From an optimization exercise on the open Yosys and OpenROAD flow, aimed at small area, a short achievable clock period and few clock cycles per item; shortcuts taken in it are not production practice.
Where RTL was checked, it was by simulation tests only, not by an equivalence proof against the original.
No functional check of the RTL was part of run 2.

==> flow/design.v (outline; a module is shown in full before it is edited, if it fits) <==
// module des_ip: 6 lines
// module des_fp: 6 lines
// module des_pc1: 6 lines
// module des_subkey1: 6 lines
// module des_subkey2: 6 lines
// module des_subkey3: 6 lines
// module des_subkey4: 6 lines
// module des_subkey5: 6 lines
// module des_subkey6: 6 lines
// module des_subkey7: 6 lines
// module des_subkey8: 6 lines
// module des_subkey9: 6 lines
// module des_subkey10: 6 lines
// module des_subkey11: 6 lines
// module des_subkey12: 6 lines
// module des_subkey13: 6 lines
// module des_subkey14: 6 lines
// module des_subkey15: 6 lines
// module des_subkey16: 6 lines
// module des_sbk1: 79 lines
// module des_sbk2: 79 lines
// module des_sbk3: 79 lines
// module des_sbk4: 79 lines
// module des_sbk5: 79 lines
// module des_sbk6: 79 lines
// module des_sbk7: 79 lines
// module des_sbk8: 79 lines
// module des_round: 15 lines
// module des_rounds_1_4: 22 lines
// module des_rounds_5_8: 22 lines
// module des_rounds_9_12: 22 lines
// module des_rounds_13_16: 22 lines
// module des_enc: 51 lines
module des_enc (
    input         clk,
    input         rst,
    input         in_valid,
    output        in_ready,
    input  [63:0] in_block,
    input  [63:0] in_key,
    output        out_valid,
    output [63:0] out_block
);
  // ...
==> flow/flow/run.sh <==
#!/bin/bash
# Own flow: the standard layout (standard.sh), with the S-box modules replaced by
# pre-mapped gate-level netlists during synthesis (see swap.tcl).
set -euo pipefail
W=$(pwd)
export SYNTH_CANONICALIZE_TCL=$W/flow/swap.tcl
BUFFER_PORTS_ARGS="-buffer_cell sky130_fd_sc_hd__buf_1" bash standard.sh SETUP_SLACK_MARGIN=39 finish > $W/standard.log 2>&1 || { tail -50 $W/standard.log; exit 1; }
for f in $W/orfs/logs/*/*/*/*.log; do cp "$f" $W/ 2>/dev/null || true; done
tail -5 $W/standard.log
==> flow/flow/swap.tcl <==
# Run by ORFS's synthesis canonicalize step (SYNTH_CANONICALIZE_TCL): replace the
# behavioural S-box modules with the gate-level ones in sbk_gates.v. Registers and
# everything else go through the standard synthesis unchanged.
foreach m {des_sbk1 des_sbk2 des_sbk3 des_sbk4 des_sbk5 des_sbk6 des_sbk7 des_sbk8} {
  delete $m
}
read_verilog [file join [file dirname [info script]] sbk_gates.v]
hierarchy -check -top $::env(DESIGN_NAME)
==> flow/standard.sh <==
#!/bin/bash
# synth_recipe.tcl (not shown) runs the flow's synth.tcl, then flattens the netlist and writes it again
# the make line also repeats each setting of config.mk as NAME=value (left out here)
make -C /OpenROAD-flow-scripts/flow DESIGN_CONFIG=/design/flow/config.mk WORK_HOME=/design/flow/orfs CLKGATE_MAP_FILE= SYNTH_SCRIPT=/design/flow/synth_recipe.tcl "${@:-finish}"
==> flow/config.mk <==
export PLATFORM = sky130hd
export DESIGN_NAME = des_enc
export DESIGN_NICKNAME = des_enc
export VERILOG_FILES = /design/flow/design.v
export SDC_FILE = /design/flow/constraint.sdc
export NUM_CORES = 8
export LEC_CHECK = 0
export CAP_MARGIN = 20
export CORE_MARGIN = 2
export CORE_UTILIZATION = 40
export SLEW_MARGIN = 20
==> flow/constraint.sdc <==
create_clock -name core_clock -period 50.0 [get_ports {clk}]
set_input_delay 10.0000 -clock core_clock [delete_from_list [all_inputs] [get_ports {clk}]]
set_output_delay 10.0000 -clock core_clock [all_outputs]
set_load 0.01 [all_outputs]
Not shown: flow/flow/sbk_gates.v
==> out/summary.md, run 1 <==
* 23.0% — xor and xnor fraction of the mapped netlist area
* 11.10 ns — minimum clock period after layout
* 22.2% — final critical-path share of the clock period
* 41 — Distinct cells, synth
* 87 — Layout clock buffers
* 40.00 ns — Crit path required time
* 39.11 ns — slack of the worst reg-to-reg path
* 0.152 mm² — full die area
* 29.3% — worst slew slack as a fraction of its limit
* 32.7% — met1 routing resource usage after global routing
* built — CTS tree
* 18.4% — fraction of synthesized cell area taken by the top area cell type
* 8.09 µm² — mean post-synth cell area
* XOR/XNOR gates — dominant combinational cell family by area after synthesis
* 0.69 ns — clock latency reported for the late side of the worst-skew pair
* sky130_fd_sc_hd__nor2_1 — most common cell after layout, fill and taps aside
* register — Critical Path Start Type
* 36.12 ns — worst slack at placement
* finished clean — status
* true — RSZ-0062 raised after global routing
* 549 — number of sinks handled by clock tree synthesis
* 17.6% — fraction of synthesized area in multiplexers
* 49.3% — met2 usage in global routing
* 2.71% — fraction of area in clock buffers and inverters
* sky130_fd_sc_hd__dfxtp_2 — slowest cell on the critical path
* sky130_fd_sc_hd__dfxtp_1 — most instantiated flip-flop cell in the synthesis netlist
* lr2_q[21]$_DFF_P_ — destination of the worst register-to-register timing path
Testbench counts, summed over its fixed seeds: cycles 2,088, items 2,048.
==> module des_enc, before the edit <==
module des_enc (
    input         clk,
    input         rst,
    input         in_valid,
    output        in_ready,
    input  [63:0] in_block,
    input  [63:0] in_key,
    output        out_valid,
    output [63:0] out_block
);
wire [63:0] ip_w;
wire [55:0] cd_w;
des_ip u_ip (.x(in_block), .y(ip_w));
des_pc1 u_pc1 (.key(in_key), .cd(cd_w));
reg [4:0] v_q;
reg [63:0] lr0_q;
reg [55:0] cd0_q;
reg [63:0] lr1_q;
reg [55:0] cd1_q;
reg [63:0] lr2_q;
reg [55:0] cd2_q;
reg [63:0] lr3_q;
reg [55:0] cd3_q;
reg [63:0] out_q;
wire [63:0] st0_w;
des_rounds_1_4 u_st0 (.lr_in(lr0_q), .cd(cd0_q), .lr_out(st0_w));
wire [63:0] st1_w;
des_rounds_5_8 u_st1 (.lr_in(lr1_q), .cd(cd1_q), .lr_out(st1_w));
wire [63:0] st2_w;
des_rounds_9_12 u_st2 (.lr_in(lr2_q), .cd(cd2_q), .lr_out(st2_w));
wire [63:0] st3_w;
des_rounds_13_16 u_st3 (.lr_in(lr3_q), .cd(cd3_q), .lr_out(st3_w));
wire [63:0] fp_w;
des_fp u_fp (.x({st3_w[31:0], st3_w[63:32]}), .y(fp_w));
always @(posedge clk) begin
    if (rst) v_q <= 0;
    else v_q <= {v_q[3:0], in_valid};
    lr0_q <= ip_w;
    cd0_q <= cd_w;
    lr1_q <= st0_w;
    cd1_q <= cd0_q;
    lr2_q <= st1_w;
    cd2_q <= cd1_q;
    lr3_q <= st2_w;
    cd3_q <= cd2_q;
    out_q <= fp_w;
end
assign in_ready = 1'b1;
assign out_valid = v_q[4];
assign out_block = out_q;
endmodule
==> inputs of run 2 (changes only) <==
--- a/flow/design.v
+++ b/flow/design.v
@@ -760,10 +760,10 @@
 des_sbk8 u_s8 (.r({r[4], r[3], r[2], r[1], r[0], r[31]}), .k({k[5], k[4], k[3], k[2], k[1], k[0]}), .l({l[27], l[5], l[17], l[11]}), .o({r_new[27], r_new[5], r_new[17], r_new[11]}));
 endmodule
-module des_rounds_1_4 (
+module des_rounds_1_3 (
     input  [63:0] lr_in,
     input  [55:0] cd,
     output [63:0] lr_out
 );
-wire [31:0] h [0:5];
+wire [31:0] h [0:4];
 assign h[0] = lr_in[63:32];
 assign h[1] = lr_in[31:0];
@@ -777,17 +777,17 @@
 des_subkey3 u_k3 (.cd(cd), .k(k3));
 des_round u_r3 (.l(h[2]), .r(h[3]), .k(k3), .r_new(h[4]));
-wire [47:0] k4;
-des_subkey4 u_k4 (.cd(cd), .k(k4));
-des_round u_r4 (.l(h[3]), .r(h[4]), .k(k4), .r_new(h[5]));
-assign lr_out = {h[4], h[5]};
+assign lr_out = {h[3], h[4]};
 endmodule
-module des_rounds_5_8 (
+module des_rounds_4_6 (
     input  [63:0] lr_in,
     input  [55:0] cd,
     output [63:0] lr_out
 );
-wire [31:0] h [4:9];
-assign h[4] = lr_in[63:32];
-assign h[5] = lr_in[31:0];
+wire [31:0] h [3:7];
+assign h[3] = lr_in[63:32];
+assign h[4] = lr_in[31:0];
+wire [47:0] k4;
+des_subkey4 u_k4 (.cd(cd), .k(k4));
+des_round u_r4 (.l(h[3]), .r(h[4]), .k(k4), .r_new(h[5]));
 wire [47:0] k5;
 des_subkey5 u_k5 (.cd(cd), .k(k5));
@@ -796,4 +796,14 @@
 des_subkey6 u_k6 (.cd(cd), .k(k6));
 des_round u_r6 (.l(h[5]), .r(h[6]), .k(k6), .r_new(h[7]));
+assign lr_out = {h[6], h[7]};
+endmodule
+module des_rounds_7_10 (
+    input  [63:0] lr_in,
+    input  [55:0] cd,
+    output [63:0] lr_out
+);
+wire [31:0] h [6:11];
+assign h[6] = lr_in[63:32];
+assign h[7] = lr_in[31:0];
 wire [47:0] k7;
 des_subkey7 u_k7 (.cd(cd), .k(k7));
@@ -802,14 +812,4 @@
 des_subkey8 u_k8 (.cd(cd), .k(k8));
 des_round u_r8 (.l(h[7]), .r(h[8]), .k(k8), .r_new(h[9]));
-assign lr_out = {h[8], h[9]};
-endmodule
-module des_rounds_9_12 (
-    input  [63:0] lr_in,
-    input  [55:0] cd,
-    output [63:0] lr_out
-);
-wire [31:0] h [8:13];
-assign h[8] = lr_in[63:32];
-assign h[9] = lr_in[31:0];
 wire [47:0] k9;
 des_subkey9 u_k9 (.cd(cd), .k(k9));
@@ -818,4 +818,14 @@
 des_subkey10 u_k10 (.cd(cd), .k(k10));
 des_round u_r10 (.l(h[9]), .r(h[10]), .k(k10), .r_new(h[11]));
+assign lr_out = {h[10], h[11]};
+endmodule
+module des_rounds_11_13 (
+    input  [63:0] lr_in,
+    input  [55:0] cd,
+    output [63:0] lr_out
+);
+wire [31:0] h [10:14];
+assign h[10] = lr_in[63:32];
+assign h[11] = lr_in[31:0];
 wire [47:0] k11;
 des_subkey11 u_k11 (.cd(cd), .k(k11));
@@ -824,17 +834,17 @@
 des_subkey12 u_k12 (.cd(cd), .k(k12));
 des_round u_r12 (.l(h[11]), .r(h[12]), .k(k12), .r_new(h[13]));
-assign lr_out = {h[12], h[13]};
+wire [47:0] k13;
+des_subkey13 u_k13 (.cd(cd), .k(k13));
+des_round u_r13 (.l(h[12]), .r(h[13]), .k(k13), .r_new(h[14]));
+assign lr_out = {h[13], h[14]};
 endmodule
-module des_rounds_13_16 (
+module des_rounds_14_16 (
     input  [63:0] lr_in,
     input  [55:0] cd,
     output [63:0] lr_out
 );
-wire [31:0] h [12:17];
-assign h[12] = lr_in[63:32];
-assign h[13] = lr_in[31:0];
-wire [47:0] k13;
-des_subkey13 u_k13 (.cd(cd), .k(k13));
-des_round u_r13 (.l(h[12]), .r(h[13]), .k(k13), .r_new(h[14]));
+wire [31:0] h [13:17];
+assign h[13] = lr_in[63:32];
+assign h[14] = lr_in[31:0];
 wire [47:0] k14;
 des_subkey14 u_k14 (.cd(cd), .k(k14));
@@ -862,5 +872,5 @@
 des_ip u_ip (.x(in_block), .y(ip_w));
 des_pc1 u_pc1 (.key(in_key), .cd(cd_w));
-reg [4:0] v_q;
+reg [5:0] v_q;
 reg [63:0] lr0_q;
 reg [55:0] cd0_q;
@@ -871,18 +881,22 @@
 reg [63:0] lr3_q;
 reg [55:0] cd3_q;
+reg [63:0] lr4_q;
+reg [55:0] cd4_q;
 reg [63:0] out_q;
 wire [63:0] st0_w;
-des_rounds_1_4 u_st0 (.lr_in(lr0_q), .cd(cd0_q), .lr_out(st0_w));
+des_rounds_1_3 u_st0 (.lr_in(lr0_q), .cd(cd0_q), .lr_out(st0_w));
 wire [63:0] st1_w;
-des_rounds_5_8 u_st1 (.lr_in(lr1_q), .cd(cd1_q), .lr_out(st1_w));
+des_rounds_4_6 u_st1 (.lr_in(lr1_q), .cd(cd1_q), .lr_out(st1_w));
 wire [63:0] st2_w;
-des_rounds_9_12 u_st2 (.lr_in(lr2_q), .cd(cd2_q), .lr_out(st2_w));
+des_rounds_7_10 u_st2 (.lr_in(lr2_q), .cd(cd2_q), .lr_out(st2_w));
 wire [63:0] st3_w;
-des_rounds_13_16 u_st3 (.lr_in(lr3_q), .cd(cd3_q), .lr_out(st3_w));
+des_rounds_11_13 u_st3 (.lr_in(lr3_q), .cd(cd3_q), .lr_out(st3_w));
+wire [63:0] st4_w;
+des_rounds_14_16 u_st4 (.lr_in(lr4_q), .cd(cd4_q), .lr_out(st4_w));
 wire [63:0] fp_w;
-des_fp u_fp (.x({st3_w[31:0], st3_w[63:32]}), .y(fp_w));
+des_fp u_fp (.x({st4_w[31:0], st4_w[63:32]}), .y(fp_w));
 always @(posedge clk) begin
     if (rst) v_q <= 0;
-    else v_q <= {v_q[3:0], in_valid};
+    else v_q <= {v_q[4:0], in_valid};
     lr0_q <= ip_w;
     cd0_q <= cd_w;
@@ -893,8 +907,10 @@
     lr3_q <= st2_w;
     cd3_q <= cd2_q;
+    lr4_q <= st3_w;
+    cd4_q <= cd3_q;
     out_q <= fp_w;
 end
 assign in_ready = 1'b1;
-assign out_valid = v_q[4];
+assign out_valid = v_q[5];
 assign out_block = out_q;
 endmodule
==> out/summary.md, run 2 <==
* 4 — number of antenna violations at the first check in global routing
* 0 — Hold Violations, Final
* 0 — count of antenna-violating nets left after detailed routing
* buf_6 — crit-path cells
* 9 — TritonRoute pass-1 iters
* register — Critical Path Start Type
* 0.0456 ns — largest clock skew in the final design
* 21.6% — fraction of the yosys area taken by sequential cells
* finished clean — status
* 670 — number of sinks handled by clock tree synthesis, +22%
* sky130_fd_sc_hd__clkbuf_16 — clock tree root driver cell
* 16.3% — area overhead of the layout relative to synthesis
* 8.59% — layout cells sized above 1
* 7494 — count of mapped cells out of synthesis
* 0.154 mm² — area of the core
* primary output — Critical Path Sink Type
* 8.28 µm² — mean post-synth cell area, +2.4%
* 40.00 ns — Crit path required time, about the same
* 197 — Top-Level Pins
* sky130_fd_sc_hd__xor2_1 (864), sky130_fd_sc_hd__nor2_1 (728), sky130_fd_sc_hd__o21ai_0 (668), sky130_fd_sc_hd__nand2_1 (654), sky130_fd_sc_hd__dfxtp_1 (603) — highest-count cells in the layout ignoring fill and taps
* flip-flops — kind of cell adding the most delay to the critical path
* 3 — buffer depth of the longest clock path
* 0 ns — final-layout setup total negative slack
* 0 — hold bufs inserted after CTS
* sky130_fd_sc_hd__xor2_1 (976), sky130_fd_sc_hd__nor2_1 (736), sky130_fd_sc_hd__o21ai_0 (688) — Synth top cells by count
* 398 µm — die width
* sky130_fd_sc_hd__dfxtp_1 — library cell with the largest summed area after synthesis
* 77 — number of buffers inserted during clock tree synthesis
* 190 mm — Final HPWL DP
* 0.371 ns — Hold WS
* 0.0621 mm² — post-synthesis instance area
* 36.34 ns — worst slack at placement, +0.217 ns
* sky130_fd_sc_hd__xor2_1 — dominant cell by count in the synthesized netlist
* 6 — number of synthesis warnings
* 38.84 ns — final setup margin
* 59100 — detailed-route via count
* 0.72 ns — clock latency reported for the late side of the worst-skew pair, +0.03 ns
* 54900 — vias in the first global route
* 5.90 — per-cell via count in the routed design
* true — RSZ-0062 raised after global routing
* 0 — hold path depth
* built — CTS tree
* 398 µm — Die Y
* 232 mm — sum of routed wire length over all layers
* 187 — # port buffers
* cd1_q[17]$_DFF_P_ — hold path endpoint
* 39.23 ns — slack of the worst reg-to-reg path, +0.12 ns
* 7625 — Synth Net Count
* 48 — worst reg2reg path depth
* 0 — global route overflow
* 1.22 ns — slew at the pin closest to its max-slew limit
* cd2_q[39]$_DFF_P_ — reg2reg start
* lr3_q[27]$_DFF_P_ — destination of the worst register-to-register timing path
* sky130_fd_sc_hd__xor2_1 — most common cell after layout, fill and taps aside
* 15 — pin count of the biggest net entering global routing
* 89.6 MHz — f_max
* 0 — number of max-slew violations in the final report
* 144 — Std-Cell Rows
* 5407 — number of DRC violations after detailed-routing iteration 0
* 335 mm — first-pass GRT wire length
* 11.16 ns — minimum clock period after layout, +0.0542 ns
* 1 — CP bufs+invs
* 14800 — fill count
* 41 — Distinct cells, synth, unchanged
* 8050 — Final Net Count
* 0% — ys async rst share
* 3 — H-Tree Level Count
* 18.1% — worst slew slack as a fraction of its limit, -11 points
* 0.158 mm² — full die area, +4.0%
* sky130_fd_sc_hd__dfxtp_1 — most instantiated flip-flop cell in the synthesis netlist
* 0.06 ns — clock transition at the registers of the reported paths
* 21.6% — fraction of synthesized cell area taken by the top area cell type, +3.2 points
* 1 — top fanout value on the critical path
* 28.0% — combined global-route utilization of all metal layers
* reg2reg — worst min path class
* 670 — register bit count reported by yosys
* 0 — # setup viols final
* 1.16 ns — Critical Path AT
* 0 — number of max-cap violations
* 0.33 ns — CP max stage delay
* cd0_q[17]$_DFF_P_ — hold_sp
* 22.3% — final critical-path share of the clock period, +0.11 points
* sky130_fd_sc_hd__dfxtp_2 — slowest cell on the critical path
* sky130_fd_sc_hd__dfxtp_1 (22%), sky130_fd_sc_hd__xor2_1 (14%), sky130_fd_sc_hd__mux4_1 (14%) — top cells by area, synth
* 0 — EDFF count, synth
* 23.2 µm — drt wl/cell
* 40.3% — starting utilization of the core area
* 0 — DRC Markers
* 1.02 — weighted congestion reported at the end of routability-driven placement
* reg2out — critical setup path kind
[run 2: logic make-up (layout without fill, tap and decap cells)]
group                     count (synthesis)  after routing  synth area share [%]
DFF                                     670            670                  21.6
other                                     1              2               0.00604
xor gates and xnor gates               1568           1568                  22.1
AOI/OAI and AO/OA                      1984           1984                  19.2
and+or+nand+nor                        2390           2390                  18.0
muxes                                   528            528                  16.9
buffers and inverters                   353            838                  2.14
[run 2: per-layer routing]
layer  GRT usage [%]  vias up  share of wire, %
met3            3.10      720               5.5
met4            26.4        0                11
met1            30.5    27800                36
met5               0        -                 0
li1                -    27800                 -
met2            47.5     2807                47
[run 2: how the worst max path moves through the flow]
stage | from | slack [ns] | endpoint | cells past startpoint
after CTS | v_q[5]$_SDFF_PP0_ | 38.80 | out_valid | 1
after floorplan | cd2_q[43]$_DFF_P_ | 39.03 | lr3_q[1]$_DFF_P_ | 53
after global placement | cd2_q[43]$_DFF_P_ | 36.33 | lr3_q[10]$_DFF_P_ | 53
after detailed placement | cd2_q[43]$_DFF_P_ | 36.34 | lr3_q[10]$_DFF_P_ | 53
after global routing | out_q[35]$_DFF_P_ | 38.81 | out_block[35] | 1
final | out_q[35]$_DFF_P_ | 38.84 | out_block[35] | 1
[run 2: final cells by class]
type / instances / area (µm²) / area share, %
flip-flops and latches: 670 / 13600 / 18.8
clock buffers: 95 / 2080 / 2.89
repair buffers: 347 / 2240 / 3.11
clock inverters: 44 / 549 / 0.761
well taps: 2044 / 2560 / 3.54
inverters: 352 / 1320 / 1.83
diodes: 1 / 2.50 / 0.00347
multi-input cells: 6471 / 49800 / 69.1
[run 2: what timing repair did]
action                                  4_1_cts  5_1_grt
buffers inserted                             39       68
pin swaps                                    38       56
endpoints found under the setup margin       97      126
resized for setup                           332      250
[run 2: stage by stage]
stage	std cells	utilization (%)	area [µm²]
2_1_floorplan	7494	-	62100
3_3_place_gp	9775	42.7	65700
3_5_place_dp	9775	42.7	65700
4_1_cts	9953	45.7	70400
5_1_grt	10000	46.8	72200
6_report	10000	46.8	72200

separate check: timing with driven ports:
No port has a modelled driver above. Below, the same layouts with a new extraction and two added sets of constraints.
Step 1 sets driving cells, clkbuf_16 on the clock port and buf_2 on the other inputs (assumed; they add their load-dependent delay and slew).
Step 2 also shifts input and output timing later by t, the mid clock arrival at the registers, as if the neighbouring blocks saw the same clock.
Slacks: ideal / step 1 / step 2; pairs: ideal / step 1.
| run | t (ns) | setup WS [ns] | worst slew at a driven data input, ns |
|---|---|---|---|
| run 1 | 0.756 | 38.898 / 38.817 / 39.115 | 0.05 |
| run 2 | 0.773 | 38.844 / 38.770 / 39.232 | 0.05 |
After both steps every run listed still meets setup and hold.
